Background: an optimization exercise with open tools, aiming at small area. Do not read the settings as production practice. At most, simulation tests tie the RTL to the original design; equivalence was not proved. Power is estimated from default activity; no workload was simulated.

==> zinc <==
==> flow/design.v <==
`timescale 1ns / 1ps
module ControlUnit (
    input  logic [31:0] instrCode,
    output logic        regFileWe,   
    output logic        dataWe,      
    output logic        rs1En,       
    output logic        immSel,      
    output logic        immU,        
    output logic        immS,        
    output logic        pcImmU,      
    output logic        pcImmJ,      
    output logic        sub,         
    output logic        branch,
    output logic        jal,
    output logic        jalr,
    output logic        selSum,      
    output logic        selP,        
    output logic        selG,        
    output logic        selShift,
    output logic        selSlt,
    output logic        selPcImm,
    output logic        selPc4,
    output logic        selLoad,
    output logic        shLeft,
    output logic        shArith,
    output logic        sltU
);
    wire [4:0] o  = instrCode[6:2];
    wire [2:0] f3 = instrCode[14:12];
    wire       f7 = instrCode[30];
    wire isOp    = o[2] & ~o[0];           
    wire isR     = isOp & o[3];
    wire isLoad  = ~o[4] & ~o[3] & ~o[2];
    wire isStore = ~o[4] & o[3] & ~o[2];
    wire isLui   = o[3] & o[2] & o[0];
    wire isAuipc = ~o[3] & o[2] & o[0];
    wire isJ     = o[4] & o[0];            
    wire isJal   = o[1];
    wire isJalr  = o[4] & o[0] & ~o[1];
    wire isB     = o[4] & ~o[0];
    assign regFileWe = ~o[3] | o[2] | o[0];
    assign dataWe    = isStore;
    assign rs1En     = ~isLui;
    assign immSel    = ~(isR | isB);
    assign immU      = isLui;
    assign immS      = ~o[4] & o[3];          
    assign pcImmU    = ~o[4];                 
    assign pcImmJ    = o[1];                  
    assign sub       = isB | (isOp & ((f3 == 3'b000) & f7 & o[3] | (f3[2:1] == 2'b01)));
    assign branch    = isB;
    assign jal       = isJal;
    assign jalr      = isJalr;
    wire aluOp = isOp;
    assign selSum   = isLui | aluOp & (f3 == 3'b000);
    assign selP     = aluOp & (f3 == 3'b100 | f3 == 3'b110);
    assign selG     = aluOp & (f3 == 3'b111 | f3 == 3'b110);
    assign selShift = aluOp & (f3[1:0] == 2'b01);
    assign selSlt   = aluOp & (f3[2:1] == 2'b01);
    assign selPcImm = isAuipc;
    assign selPc4   = isJ;
    assign selLoad  = isLoad;
    assign shLeft   = ~f3[2];
    assign shArith  = f7;
    assign sltU     = f3[0];
endmodule
`timescale 1ns / 1ps
module DataPath (
    input  logic        clk,
    input  logic        reset,
    input  logic [31:0] instrCode,
    input  logic [31:0] dataRData,
    input  logic        regFileWe,
    input  logic        rs1En,
    input  logic        immSel,
    input  logic        immU,
    input  logic        immS,
    input  logic        pcImmU,
    input  logic        pcImmJ,
    input  logic        sub,
    input  logic        branch,
    input  logic        jal,
    input  logic        jalr,
    input  logic        selSum,
    input  logic        selP,
    input  logic        selG,
    input  logic        selShift,
    input  logic        selSlt,
    input  logic        selPcImm,
    input  logic        selPc4,
    input  logic        selLoad,
    input  logic        shLeft,
    input  logic        shArith,
    input  logic        sltU,
    output logic [31:0] instrMemAddr,
    output logic [31:0] dataAddr,
    output logic [31:0] dataWData
);
    logic [31:1] pc;
    logic [31:1] npc;
    assign instrMemAddr = {pc, 1'b0};
    always_ff @(posedge clk, posedge reset) begin
        if (reset) pc <= '0;
        else pc <= npc;
    end
    logic [31:0] wd;
    logic [31:0] rs1, rs2;
    RegisterFile U_RegFile (
        .clk   (clk),
        .we    (regFileWe),
        .en1   (rs1En),
        .RAddr1(instrCode[19:15]),
        .RAddr2(instrCode[24:20]),
        .WAddr (instrCode[11:7]),
        .WData (wd),
        .RData1(rs1),
        .RData2(rs2)
    );
    assign dataWData = rs2;
    wire [31:0] ins = instrCode;
    wire        sgn = ins[31];
    logic [31:0] imm;     
    logic [31:1] pcImm;   
    assign imm[31:20] = immU ? ins[31:20] : {12{sgn}};
    assign imm[19:12] = immU ? ins[19:12] : {8{sgn}};
    assign imm[11:5]  = immU ? 7'b0 : ins[31:25];
    assign imm[4:0]   = immU ? 5'b0 : (immS ? ins[11:7] : ins[24:20]);
    assign pcImm[31:20] = pcImmU ? ins[31:20] : {12{sgn}};
    assign pcImm[19:12] = (pcImmU | pcImmJ) ? ins[19:12] : {8{sgn}};
    assign pcImm[11]    = pcImmU ? 1'b0 : (pcImmJ ? ins[20] : ins[7]);
    assign pcImm[10:5]  = pcImmU ? 6'b0 : ins[30:25];
    assign pcImm[4:1]   = pcImmU ? 4'b0 : (pcImmJ ? ins[24:21] : ins[11:8]);
    wire [31:0] b  = immSel ? imm : rs2;
    wire [31:0] bx = b ^ {32{sub}};
    logic [31:0] sum, p, g;
    logic        cout;
    adder32 U_Adder (
        .a   (rs1),
        .b   (bx),
        .cin (sub),
        .sum (sum),
        .p   (p),
        .g   (g),
        .cout(cout)
    );
    assign dataAddr = sum;
    wire ltu = ~cout;
    wire lts = ltu ^ rs1[31] ^ b[31];
    wire eq  = &p;
    logic taken;
    always_comb begin
        case (instrCode[14:13])
            2'b00:   taken = eq;
            2'b10:   taken = lts;
            2'b11:   taken = ltu;
            default: taken = 1'bx;
        endcase
        taken = taken ^ instrCode[12];
    end
    logic [31:0] shOut;
    shifter U_Shifter (
        .a    (rs1),
        .shamt(b[4:0]),
        .left (shLeft),
        .arith(shArith),
        .y    (shOut)
    );
    logic [31:1] pcSum;
    logic [31:2] pcInc;
    ripple_add31 U_PCAdd (
        .a(pc),
        .b(pcImm),
        .y(pcSum)
    );
    incr30 U_PCInc (
        .a(pc[31:2]),
        .y(pcInc)
    );
    wire [31:0] pc4 = {pcInc, pc[1], 1'b0};
    wire takePcSum = jal | (branch & taken);
    always_comb begin
        if (takePcSum) npc = pcSum;
        else if (jalr) npc = sum[31:1];
        else npc = pc4[31:1];
    end
    wire slt = sltU ? ltu : lts;
    assign wd = ((({32{selSum}} & sum) | ({32{selP}} & p))
               | (({32{selG}} & g) | ({32{selShift}} & shOut)))
              | ((({32{selPcImm}} & {pcSum, 1'b0}) | ({32{selPc4}} & pc4))
               | (({32{selLoad}} & dataRData) | {31'b0, selSlt & slt}));
endmodule
module RegisterFile (
    input  logic        clk,
    input  logic        we,
    input  logic        en1,
    input  logic [ 4:0] RAddr1,
    input  logic [ 4:0] RAddr2,
    input  logic [ 4:0] WAddr,
    input  logic [31:0] WData,
    output logic [31:0] RData1,
    output logic [31:0] RData2
);
    logic [31:1][31:0] rf;
    genvar i;
    generate
        for (i = 1; i < 32; i++) begin : g_reg
            always_ff @(posedge clk) begin
                if (we && WAddr == i) rf[i] <= WData;
            end
        end
    endgenerate
    logic [31:1] s1, s2;
    always_comb
        for (int k = 1; k < 32; k++) begin
            s1[k] = en1 && RAddr1 == k;
            s2[k] = RAddr2 == k;
        end
    logic [10:0][31:0] t1, t2;
    always_comb begin
        for (int j = 0; j < 11; j++) begin
            t1[j] = '0;
            t2[j] = '0;
            for (int k = 3 * j + 1; k < 3 * j + 4 && k < 32; k++) begin
                t1[j] = t1[j] | ({32{s1[k]}} & rf[k]);
                t2[j] = t2[j] | ({32{s2[k]}} & rf[k]);
            end
        end
        RData1 = ((t1[0] | t1[1]) | (t1[2] | t1[3])) | ((t1[4] | t1[5]) | (t1[6] | t1[7])) | ((t1[8] | t1[9]) | t1[10]);
        RData2 = ((t2[0] | t2[1]) | (t2[2] | t2[3])) | ((t2[4] | t2[5]) | (t2[6] | t2[7])) | ((t2[8] | t2[9]) | t2[10]);
    end
endmodule
module adder32 (
    input  logic [31:0] a,
    input  logic [31:0] b,
    input  logic        cin,
    output logic [31:0] sum,
    output logic [31:0] p,
    output logic [31:0] g,
    output logic        cout
);
    logic [31:0] G, P;
    assign p = a ^ b;
    assign g = a & b;
    always_comb begin
        G = g;
        P = p;
        G[0] = g[0] | (p[0] & cin);
        for (int l = 0; l < 5; l++)
            for (int i = 0; i < 32; i++)
                if ((i + 1) % (2 << l) == 0) begin
                    G[i] = G[i] | (P[i] & G[i-(1<<l)]);
                    P[i] = P[i] & P[i-(1<<l)];
                end
        for (int l = 3; l >= 0; l--)
            for (int i = 0; i < 32; i++)
                if (((i + 1) % (2 << l) == (1 << l)) && (i > (1 << l))) begin
                    G[i] = G[i] | (P[i] & G[i-(1<<l)]);
                    P[i] = P[i] & P[i-(1<<l)];
                end
    end
    assign sum  = p ^ {G[30:0], cin};
    assign cout = G[31];
endmodule
module shifter (
    input  logic [31:0] a,
    input  logic [ 4:0] shamt,
    input  logic        left,
    input  logic        arith,
    output logic [31:0] y
);
    logic [31:0] x;
    logic fill;
    always_comb begin
        for (int i = 0; i < 32; i++) x[i] = left ? a[31-i] : a[i];
        fill = arith & ~left & a[31];
        for (int k = 0; k < 5; k++)
            if (shamt[k]) x = (x >> (1 << k)) | ({32{fill}} << (32 - (1 << k)));
        for (int i = 0; i < 32; i++) y[i] = left ? x[31-i] : x[i];
    end
endmodule
module ripple_add31 (
    input  logic [31:1] a,
    input  logic [31:1] b,
    output logic [31:1] y
);
    logic [31:1] c;
    always_comb begin
        c[1] = 1'b0;
        for (int i = 1; i < 31; i++) c[i+1] = (a[i] & b[i]) | (a[i] & c[i]) | (b[i] & c[i]);
        for (int i = 1; i < 32; i++) y[i] = a[i] ^ b[i] ^ c[i];
    end
endmodule
module incr30 (
    input  logic [31:2] a,
    output logic [31:2] y
);
    logic [31:2] c;
    always_comb begin
        c[2] = 1'b1;
        for (int i = 2; i < 31; i++) c[i+1] = a[i] & c[i];
        for (int i = 2; i < 32; i++) y[i] = a[i] ^ c[i];
    end
endmodule
`timescale 1ns / 1ps
module RV32I_Core (
    input  logic        clk,
    input  logic        reset,
    input  logic [31:0] instrCode,
    output logic [31:0] instrMemAddr,
    output logic        dataWe,
    output logic [31:0] dataAddr,
    output logic [31:0] dataWData,
    input  logic [31:0] dataRData
);
    logic regFileWe, rs1En, immSel, immU, immS, pcImmU, pcImmJ, sub;
    logic branch, jal, jalr;
    logic selSum, selP, selG, selShift, selSlt, selPcImm, selPc4, selLoad;
    logic shLeft, shArith, sltU;
    ControlUnit U_ControlUnit (.*);
    DataPath U_DataPath (.*);
endmodule
==> flow/flow/run.sh <==
#!/bin/bash
# Layout flow: the standard ORFS flow, with two changes:
#  - ABC maps the logic with an area-recovering script (flow/abc_area.script)
#    instead of ORFS's delay-driven one;
#  - ports are buffered with buf_1 instead of the default buffer.
# Everything else (synthesis front end, registers, floorplan, PDN, CTS, routing)
# is ORFS's, run through the standard.sh.
set -euo pipefail
W=$PWD
rm -rf "$W/scripts_mod"
cp -r "$FLOW_HOME/scripts" "$W/scripts_mod"
cp "$W/flow/abc_area.script" "$W/scripts_mod/abc_speed.script"
bash "$W/standard.sh" SCRIPTS_DIR="$W/scripts_mod" \
    BUFFER_PORTS_ARGS="-buffer_cell sky130_fd_sc_hd__buf_1" \
    finish > "$W/orfs_make.log" 2>&1
==> flow/flow/abc_area.script <==
&get -n
&st
&dch -f
&nf -R 1000
&put
==> flow/standard.sh <==
#!/bin/bash
# synth_recipe.tcl (not shown) runs the flow's synth.tcl, then flattens the netlist and writes it again
# the make line also repeats each setting of config.mk as NAME=value (left out here)
make -C /OpenROAD-flow-scripts/flow DESIGN_CONFIG=/design/flow/config.mk WORK_HOME=/design/flow/orfs CLKGATE_MAP_FILE= SYNTH_SCRIPT=/design/flow/synth_recipe.tcl "${@:-finish}"
==> flow/config.mk <==
export PLATFORM = sky130hd
export DESIGN_NAME = RV32I_Core
export DESIGN_NICKNAME = RV32I_Core
export VERILOG_FILES = /design/flow/design.v
export SDC_FILE = /design/flow/constraint.sdc
export NUM_CORES = 4
export LEC_CHECK = 0
export CAP_MARGIN = 5
export CORE_MARGIN = 2
export CORE_UTILIZATION = 40
export CTS_BUF_LIST = sky130_fd_sc_hd__clkbuf_4 sky130_fd_sc_hd__clkbuf_8
export SLEW_MARGIN = 5
==> flow/constraint.sdc <==
create_clock -name core_clock -period 11.0 [get_ports {clk}]
set_input_delay 2.2000 -clock core_clock [delete_from_list [all_inputs] [get_ports {clk}]]
set_output_delay 2.2000 -clock core_clock [all_outputs]
set_load 0.01 [all_outputs]
==> harbor (differences from zinc) <==
==> flow/design.v, changed modules only <==
module ControlUnit (
    input  logic [31:0] instrCode,
    output logic        regFileWe,   
    output logic        dataWe,      
    output logic        rs1En,       
    output logic        immSel,      
    output logic        immU,        
    output logic        immS,        
    output logic        pcImmU,      
    output logic        pcImmJ,      
    output logic        sub,         
    output logic        branch,
    output logic        jal,
    output logic        jalr,
    output logic        selSum,      
    output logic        selP,        
    output logic        selG,        
    output logic        selShR,
    output logic        selShL,
    output logic        selSlt,
    output logic        selPcImm,
    output logic        selPc4,
    output logic        selLoad,
    output logic        shLeft,
    output logic        shArith,
    output logic        sltU
);
    wire [4:0] o  = instrCode[6:2];
    wire [2:0] f3 = instrCode[14:12];
    wire       f7 = instrCode[30];
    wire isOp    = o[2] & ~o[0];           
    wire isR     = isOp & o[3];
    wire isLoad  = ~o[4] & ~o[3] & ~o[2];
    wire isStore = ~o[4] & o[3] & ~o[2];
    wire isLui   = o[3] & o[2] & o[0];
    wire isAuipc = ~o[3] & o[2] & o[0];
    wire isJ     = o[4] & o[0];            
    wire isJal   = o[1];
    wire isJalr  = o[4] & o[0] & ~o[1];
    wire isB     = o[4] & ~o[0];
    assign regFileWe = ~o[3] | o[2] | o[0];
    assign dataWe    = isStore;
    assign rs1En     = ~isLui;
    assign immSel    = ~(isR | isB);
    assign immU      = isLui;
    assign immS      = ~o[4] & o[3];          
    assign pcImmU    = ~o[4];                 
    assign pcImmJ    = o[1];                  
    assign sub       = isB | (isOp & ((f3 == 3'b000) & f7 & o[3] | (f3[2:1] == 2'b01)));
    assign branch    = isB;
    assign jal       = isJal;
    assign jalr      = isJalr;
    wire aluOp = isOp;
    assign selSum   = isLui | aluOp & (f3 == 3'b000);
    assign selP     = aluOp & (f3 == 3'b100 | f3 == 3'b110);
    assign selG     = aluOp & (f3 == 3'b111 | f3 == 3'b110);
    assign selShR   = aluOp & (f3 == 3'b101);
    assign selShL   = aluOp & (f3 == 3'b001);
    assign selSlt   = aluOp & (f3[2:1] == 2'b01);
    assign selPcImm = isAuipc;
    assign selPc4   = isJ;
    assign selLoad  = isLoad;
    assign shLeft   = ~f3[2];
    assign shArith  = f7;
    assign sltU     = f3[0];
endmodule
module DataPath (
    input  logic        clk,
    input  logic        reset,
    input  logic [31:0] instrCode,
    input  logic [31:0] dataRData,
    input  logic        regFileWe,
    input  logic        rs1En,
    input  logic        immSel,
    input  logic        immU,
    input  logic        immS,
    input  logic        pcImmU,
    input  logic        pcImmJ,
    input  logic        sub,
    input  logic        branch,
    input  logic        jal,
    input  logic        jalr,
    input  logic        selSum,
    input  logic        selP,
    input  logic        selG,
    input  logic        selShR,
    input  logic        selShL,
    input  logic        selSlt,
    input  logic        selPcImm,
    input  logic        selPc4,
    input  logic        selLoad,
    input  logic        shLeft,
    input  logic        shArith,
    input  logic        sltU,
    output logic [31:0] instrMemAddr,
    output logic [31:0] dataAddr,
    output logic [31:0] dataWData
);
    logic [31:1] pc;
    logic [31:1] npc;
    assign instrMemAddr = {pc, 1'b0};
    always_ff @(posedge clk, posedge reset) begin
        if (reset) pc <= '0;
        else pc <= npc;
    end
    logic [31:0] wd;
    logic [31:0] rs1, rs2;
    RegisterFile U_RegFile (
        .clk   (clk),
        .we    (regFileWe),
        .en1   (rs1En),
        .RAddr1(instrCode[19:15]),
        .RAddr2(instrCode[24:20]),
        .WAddr (instrCode[11:7]),
        .WData (wd),
        .RData1(rs1),
        .RData2(rs2)
    );
    assign dataWData = rs2;
    wire [31:0] ins = instrCode;
    wire        sgn = ins[31];
    logic [31:0] imm;     
    logic [31:1] pcImm;   
    assign imm[31:20] = immU ? ins[31:20] : {12{sgn}};
    assign imm[19:12] = immU ? ins[19:12] : {8{sgn}};
    assign imm[11:5]  = immU ? 7'b0 : ins[31:25];
    assign imm[4:0]   = immU ? 5'b0 : (immS ? ins[11:7] : ins[24:20]);
    assign pcImm[31:20] = pcImmU ? ins[31:20] : {12{sgn}};
    assign pcImm[19:12] = (pcImmU | pcImmJ) ? ins[19:12] : {8{sgn}};
    assign pcImm[11]    = pcImmU ? 1'b0 : (pcImmJ ? ins[20] : ins[7]);
    assign pcImm[10:5]  = pcImmU ? 6'b0 : ins[30:25];
    assign pcImm[4:1]   = pcImmU ? 4'b0 : (pcImmJ ? ins[24:21] : ins[11:8]);
    wire [31:0] b  = immSel ? imm : rs2;
    wire [31:0] bx = b ^ {32{sub}};
    logic [31:0] sum, p, g;
    logic        cout;
    wire c1 = sub ? (rs1[0] | ~b[0]) : (rs1[0] & b[0]);
    assign sum[0] = rs1[0] ^ b[0];
    assign p[0]   = rs1[0] ^ bx[0];
    assign g[0]   = rs1[0] & bx[0];
    sk_add #(.N(31)) U_Adder (
        .a   (rs1[31:1]),
        .b   (bx[31:1]),
        .cin (c1),
        .sum (sum[31:1]),
        .p   (p[31:1]),
        .g   (g[31:1]),
        .cout(cout)
    );
    assign dataAddr = sum;
    wire ltu = ~cout;
    wire lts = ltu ^ rs1[31] ^ b[31];
    wire eq  = &p;
    logic taken;
    always_comb begin
        case (instrCode[14:13])
            2'b00:   taken = eq;
            2'b10:   taken = lts;
            2'b11:   taken = ltu;
            default: taken = 1'bx;
        endcase
        taken = taken ^ instrCode[12];
    end
    logic [31:0] shOut;
    shifter U_Shifter (
        .a    (rs1),
        .shamt(b[4:0]),
        .left (shLeft),
        .arith(shArith),
        .y    (shOut)
    );
    logic [31:0] shRev;
    always_comb for (int i = 0; i < 32; i++) shRev[i] = shOut[31-i];
    logic [31:1] pcSum;
    logic [31:2] pcInc;
    logic [8:1] pcLo;
    logic       pcC9;
    ripple_add #(.N(8)) U_PCAddLo (
        .a   (pc[8:1]),
        .b   (pcImm[8:1]),
        .y   (pcLo),
        .cout(pcC9)
    );
    logic [31:9] pcHi;
    bk_add #(.N(23)) U_PCAddHi (
        .a   (pc[31:9]),
        .b   (pcImm[31:9]),
        .cin (pcC9),
        .sum (pcHi),
        .p   (),
        .g   (),
        .cout()
    );
    assign pcSum = {pcHi, pcLo};
    incr30 U_PCInc (
        .a(pc[31:2]),
        .y(pcInc)
    );
    wire [31:0] pc4 = {pcInc, pc[1], 1'b0};
    wire takePcSum = jal | (branch & taken);
    always_comb begin
        if (takePcSum) npc = pcSum;
        else if (jalr) npc = sum[31:1];
        else npc = pc4[31:1];
    end
    wire slt = sltU ? ltu : lts;
    assign wd = ((({32{selSum}} & sum) | ({32{selP}} & p))
               | (({32{selG}} & g) | ({32{selShR}} & shOut) | ({32{selShL}} & shRev)))
              | ((({32{selPcImm}} & {pcSum, 1'b0}) | ({32{selPc4}} & pc4))
               | (({32{selLoad}} & dataRData) | {31'b0, selSlt & slt}));
endmodule
module bk_add #(
    parameter int N = 32
) (
    input  logic [N-1:0] a,
    input  logic [N-1:0] b,
    input  logic         cin,
    output logic [N-1:0] sum,
    output logic [N-1:0] p,
    output logic [N-1:0] g,
    output logic         cout
);
    logic [N-1:0] G, P;
    assign p = a ^ b;
    assign g = a & b;
    always_comb begin
        G = g;
        P = p;
        G[0] = g[0] | (p[0] & cin);
        for (int l = 0; (1 << l) < N; l++)
            for (int i = 0; i < N; i++)
                if ((i + 1) % (2 << l) == 0) begin
                    G[i] = G[i] | (P[i] & G[i-(1<<l)]);
                    P[i] = P[i] & P[i-(1<<l)];
                end
        for (int l = 4; l >= 0; l--)
            for (int i = 0; i < N; i++)
                if (((i + 1) % (2 << l) == (1 << l)) && (i > (1 << l))) begin
                    G[i] = G[i] | (P[i] & G[i-(1<<l)]);
                    P[i] = P[i] & P[i-(1<<l)];
                end
    end
    assign sum  = p ^ {G[N-2:0], cin};
    assign cout = G[N-1];
endmodule
module sk_add #(
    parameter int N = 32
) (
    input  logic [N-1:0] a,
    input  logic [N-1:0] b,
    input  logic         cin,
    output logic [N-1:0] sum,
    output logic [N-1:0] p,
    output logic [N-1:0] g,
    output logic         cout
);
    logic [N-1:0] G, P;
    assign p = a ^ b;
    assign g = a & b;
    always_comb begin
        G = g;
        P = p;
        G[0] = g[0] | (p[0] & cin);
        for (int l = 0; (1 << l) < N; l++)
            for (int i = N - 1; i >= 0; i--)
                if ((i >> l) & 1) begin
                    G[i] = G[i] | (P[i] & G[((i >> l) << l) - 1]);
                    P[i] = P[i] & P[((i >> l) << l) - 1];
                end
    end
    assign sum  = p ^ {G[N-2:0], cin};
    assign cout = G[N-1];
endmodule
module shifter (
    input  logic [31:0] a,
    input  logic [ 4:0] shamt,
    input  logic        left,
    input  logic        arith,
    output logic [31:0] y
);
    logic [31:0] x0, x1, x2;
    logic [63:0] e;
    logic fill;
    logic [3:0] d0, d1;   
    always_comb begin
        for (int i = 0; i < 32; i++) x0[i] = left ? a[31-i] : a[i];
        fill = arith & ~left & a[31];
        for (int j = 0; j < 4; j++) begin
            d0[j] = (shamt[1:0] == j);
            d1[j] = (shamt[3:2] == j);
        end
        e = {{32{fill}}, x0};
        for (int i = 0; i < 32; i++)
            x1[i] = (d0[0] & e[i]) | (d0[1] & e[i+1]) | (d0[2] & e[i+2]) | (d0[3] & e[i+3]);
        e = {{32{fill}}, x1};
        for (int i = 0; i < 32; i++)
            x2[i] = (d1[0] & e[i]) | (d1[1] & e[i+4]) | (d1[2] & e[i+8]) | (d1[3] & e[i+12]);
        e = {{32{fill}}, x2};
        for (int i = 0; i < 32; i++) y[i] = shamt[4] ? e[i+16] : e[i];
    end
endmodule
module ripple_add #(
    parameter int N = 16
) (
    input  logic [N-1:0] a,
    input  logic [N-1:0] b,
    output logic [N-1:0] y,
    output logic         cout
);
    logic [N:0] c;
    always_comb begin
        c[0] = 1'b0;
        for (int i = 0; i < N; i++) c[i+1] = (a[i] & b[i]) | (a[i] & c[i]) | (b[i] & c[i]);
        for (int i = 0; i < N; i++) y[i] = a[i] ^ b[i] ^ c[i];
    end
    assign cout = c[N];
endmodule
module RV32I_Core (
    input  logic        clk,
    input  logic        reset,
    input  logic [31:0] instrCode,
    output logic [31:0] instrMemAddr,
    output logic        dataWe,
    output logic [31:0] dataAddr,
    output logic [31:0] dataWData,
    input  logic [31:0] dataRData
);
    logic regFileWe, rs1En, immSel, immU, immS, pcImmU, pcImmJ, sub;
    logic branch, jal, jalr;
    logic selSum, selP, selG, selShR, selShL, selSlt, selPcImm, selPc4, selLoad;
    logic shLeft, shArith, sltU;
    ControlUnit U_ControlUnit (.*);
    DataPath U_DataPath (.*);
endmodule
// module adder32 removed
// module ripple_add31 removed
==> flow/flow/run.sh (replaced) <==
#!/bin/bash
# Layout flow: the standard ORFS flow (standard.sh) with these changes:
#  - ABC maps the logic with an area-recovering script (flow/abc_area.script)
#    instead of ORFS's delay-driven one; the synthesis front end, and so the
#    registers and their names, are ORFS's own;
#  - ports are buffered with buf_1 instead of the default buffer;
#  - CTS uses clkbuf_16 with larger sink clusters and no dummy loads.
# Each tool's output goes to the ORFS logs under orfs/logs; make's own output
# goes to orfs_make.log in this folder.
set -euo pipefail
W=$PWD
rm -rf "$W/scripts_mod"
cp -r "$FLOW_HOME/scripts" "$W/scripts_mod"
cp "$W/flow/abc_area.script" "$W/scripts_mod/abc_speed.script"
bash "$W/standard.sh" SCRIPTS_DIR="$W/scripts_mod" \
    BUFFER_PORTS_ARGS="-buffer_cell sky130_fd_sc_hd__buf_1" \
    CTS_ARGS="-sink_clustering_enable -repair_clock_nets -dont_use_dummy_load -buf_list sky130_fd_sc_hd__clkbuf_16 -sink_clustering_size 25 -sink_clustering_max_diameter 90" \
    finish > "$W/orfs_make.log" 2>&1
CORE_UTILIZATION = 60   (was 40)
CTS_BUF_LIST = not set   (was sky130_fd_sc_hd__clkbuf_4 sky130_fd_sc_hd__clkbuf_8)
PLACE_DENSITY = 0.85   (was not set)
SETUP_SLACK_MARGIN = 0.25   (was not set)
==> amber (differences from zinc) <==
--- a/flow/design.v
+++ b/flow/design.v
@@ -185,6 +185,10 @@
     wire slt = sltU ? ltu : lts;
-    assign wd = ((({32{selSum}} & sum) | ({32{selP}} & p))
-               | (({32{selG}} & g) | ({32{selShift}} & shOut)))
-              | ((({32{selPcImm}} & {pcSum, 1'b0}) | ({32{selPc4}} & pc4))
-               | (({32{selLoad}} & dataRData) | {31'b0, selSlt & slt}));
+    assign wd = ({32{selSum}} & sum)
+              | ({32{selP}} & p)
+              | ({32{selG}} & g)
+              | ({32{selShift}} & shOut)
+              | ({32{selPcImm}} & {pcSum, 1'b0})
+              | ({32{selPc4}} & pc4)
+              | ({32{selLoad}} & dataRData)
+              | {31'b0, selSlt & slt};
 endmodule
@@ -210,20 +214,9 @@
     endgenerate
-    logic [31:1] s1, s2;
-    always_comb
-        for (int k = 1; k < 32; k++) begin
-            s1[k] = en1 && RAddr1 == k;
-            s2[k] = RAddr2 == k;
-        end
-    logic [10:0][31:0] t1, t2;
     always_comb begin
-        for (int j = 0; j < 11; j++) begin
-            t1[j] = '0;
-            t2[j] = '0;
-            for (int k = 3 * j + 1; k < 3 * j + 4 && k < 32; k++) begin
-                t1[j] = t1[j] | ({32{s1[k]}} & rf[k]);
-                t2[j] = t2[j] | ({32{s2[k]}} & rf[k]);
-            end
+        RData1 = '0;
+        RData2 = '0;
+        for (int k = 1; k < 32; k++) begin
+            RData1 = RData1 | ({32{en1 && RAddr1 == k}} & rf[k]);
+            RData2 = RData2 | ({32{RAddr2 == k}} & rf[k]);
         end
-        RData1 = ((t1[0] | t1[1]) | (t1[2] | t1[3])) | ((t1[4] | t1[5]) | (t1[6] | t1[7])) | ((t1[8] | t1[9]) | t1[10]);
-        RData2 = ((t2[0] | t2[1]) | (t2[2] | t2[3])) | ((t2[4] | t2[5]) | (t2[6] | t2[7])) | ((t2[8] | t2[9]) | t2[10]);
     end
==> flow/run.sh (new file) <==
#!/bin/bash
# synth_recipe.tcl (not shown) runs the flow's synth.tcl, then flattens the netlist and writes it again
# the make line also repeats each setting of config.mk as NAME=value (left out here)
make -C /OpenROAD-flow-scripts/flow DESIGN_CONFIG=/design/flow/config.mk WORK_HOME=/design/flow/orfs CLKGATE_MAP_FILE= SYNTH_SCRIPT=/design/flow/synth_recipe.tcl finish
CAP_MARGIN = 20   (was 5)
CTS_BUF_LIST = not set   (was sky130_fd_sc_hd__clkbuf_4 sky130_fd_sc_hd__clkbuf_8)
SLEW_MARGIN = 20   (was 5)
removed: flow/flow/run.sh
removed: flow/flow/abc_area.script
removed: flow/standard.sh
==> summary of the runs <==
zinc completed, yet does not pass: setup timing. harbor completed, yet does not pass: antenna rules. amber ran to the end with violations: setup timing. Clock power, lowest first: harbor, zinc, amber. Clock skew, lowest first: zinc, amber, harbor. Of zinc and amber, amber has the higher global-route usage (gap 17 points). Non-clock buffer count: amber > zinc > harbor. In zinc the hold slack is lower than in amber, by 0.0077 ns. Sequential share of layout area: harbor > zinc > amber.
Function not checked in zinc and amber: the RTL went through the layout flow alone.

==> what the ideal ports hide <==
Ports are ideal in the flow. The routed layouts listed here were re-timed in OpenROAD. Step 1 sets driving cells, clkbuf_16 on the clock port and buf_2 on the other inputs (assumed; they add their load-dependent delay and slew). Step 2 adds t to the input delays and takes it off the output delays; t is the mean of the earliest and latest rising clock arrival at the registers after step 1. Input paths then give back, and output paths get back, about the clock's delay inside the block. Three values: ideal, step 1, step 2; two values: the first two.
run | t, ns | slack for setup (ns) | hold WS [ns]
zinc | 0.920 | -1.871 / -1.852 / -2.772 | 0.661 / 0.661 / 0.661
harbor | 0.693 | 0.337 / 0.309 / -0.089 | 0.602 / 0.602 / 0.602
amber | 0.851 | -1.974 / -1.933 / -2.784 | 0.668 / 0.668 / 0.668
The setup slack of zinc, which loses most, moves by +0.019 ns with the drivers and by -0.901 ns with both steps.
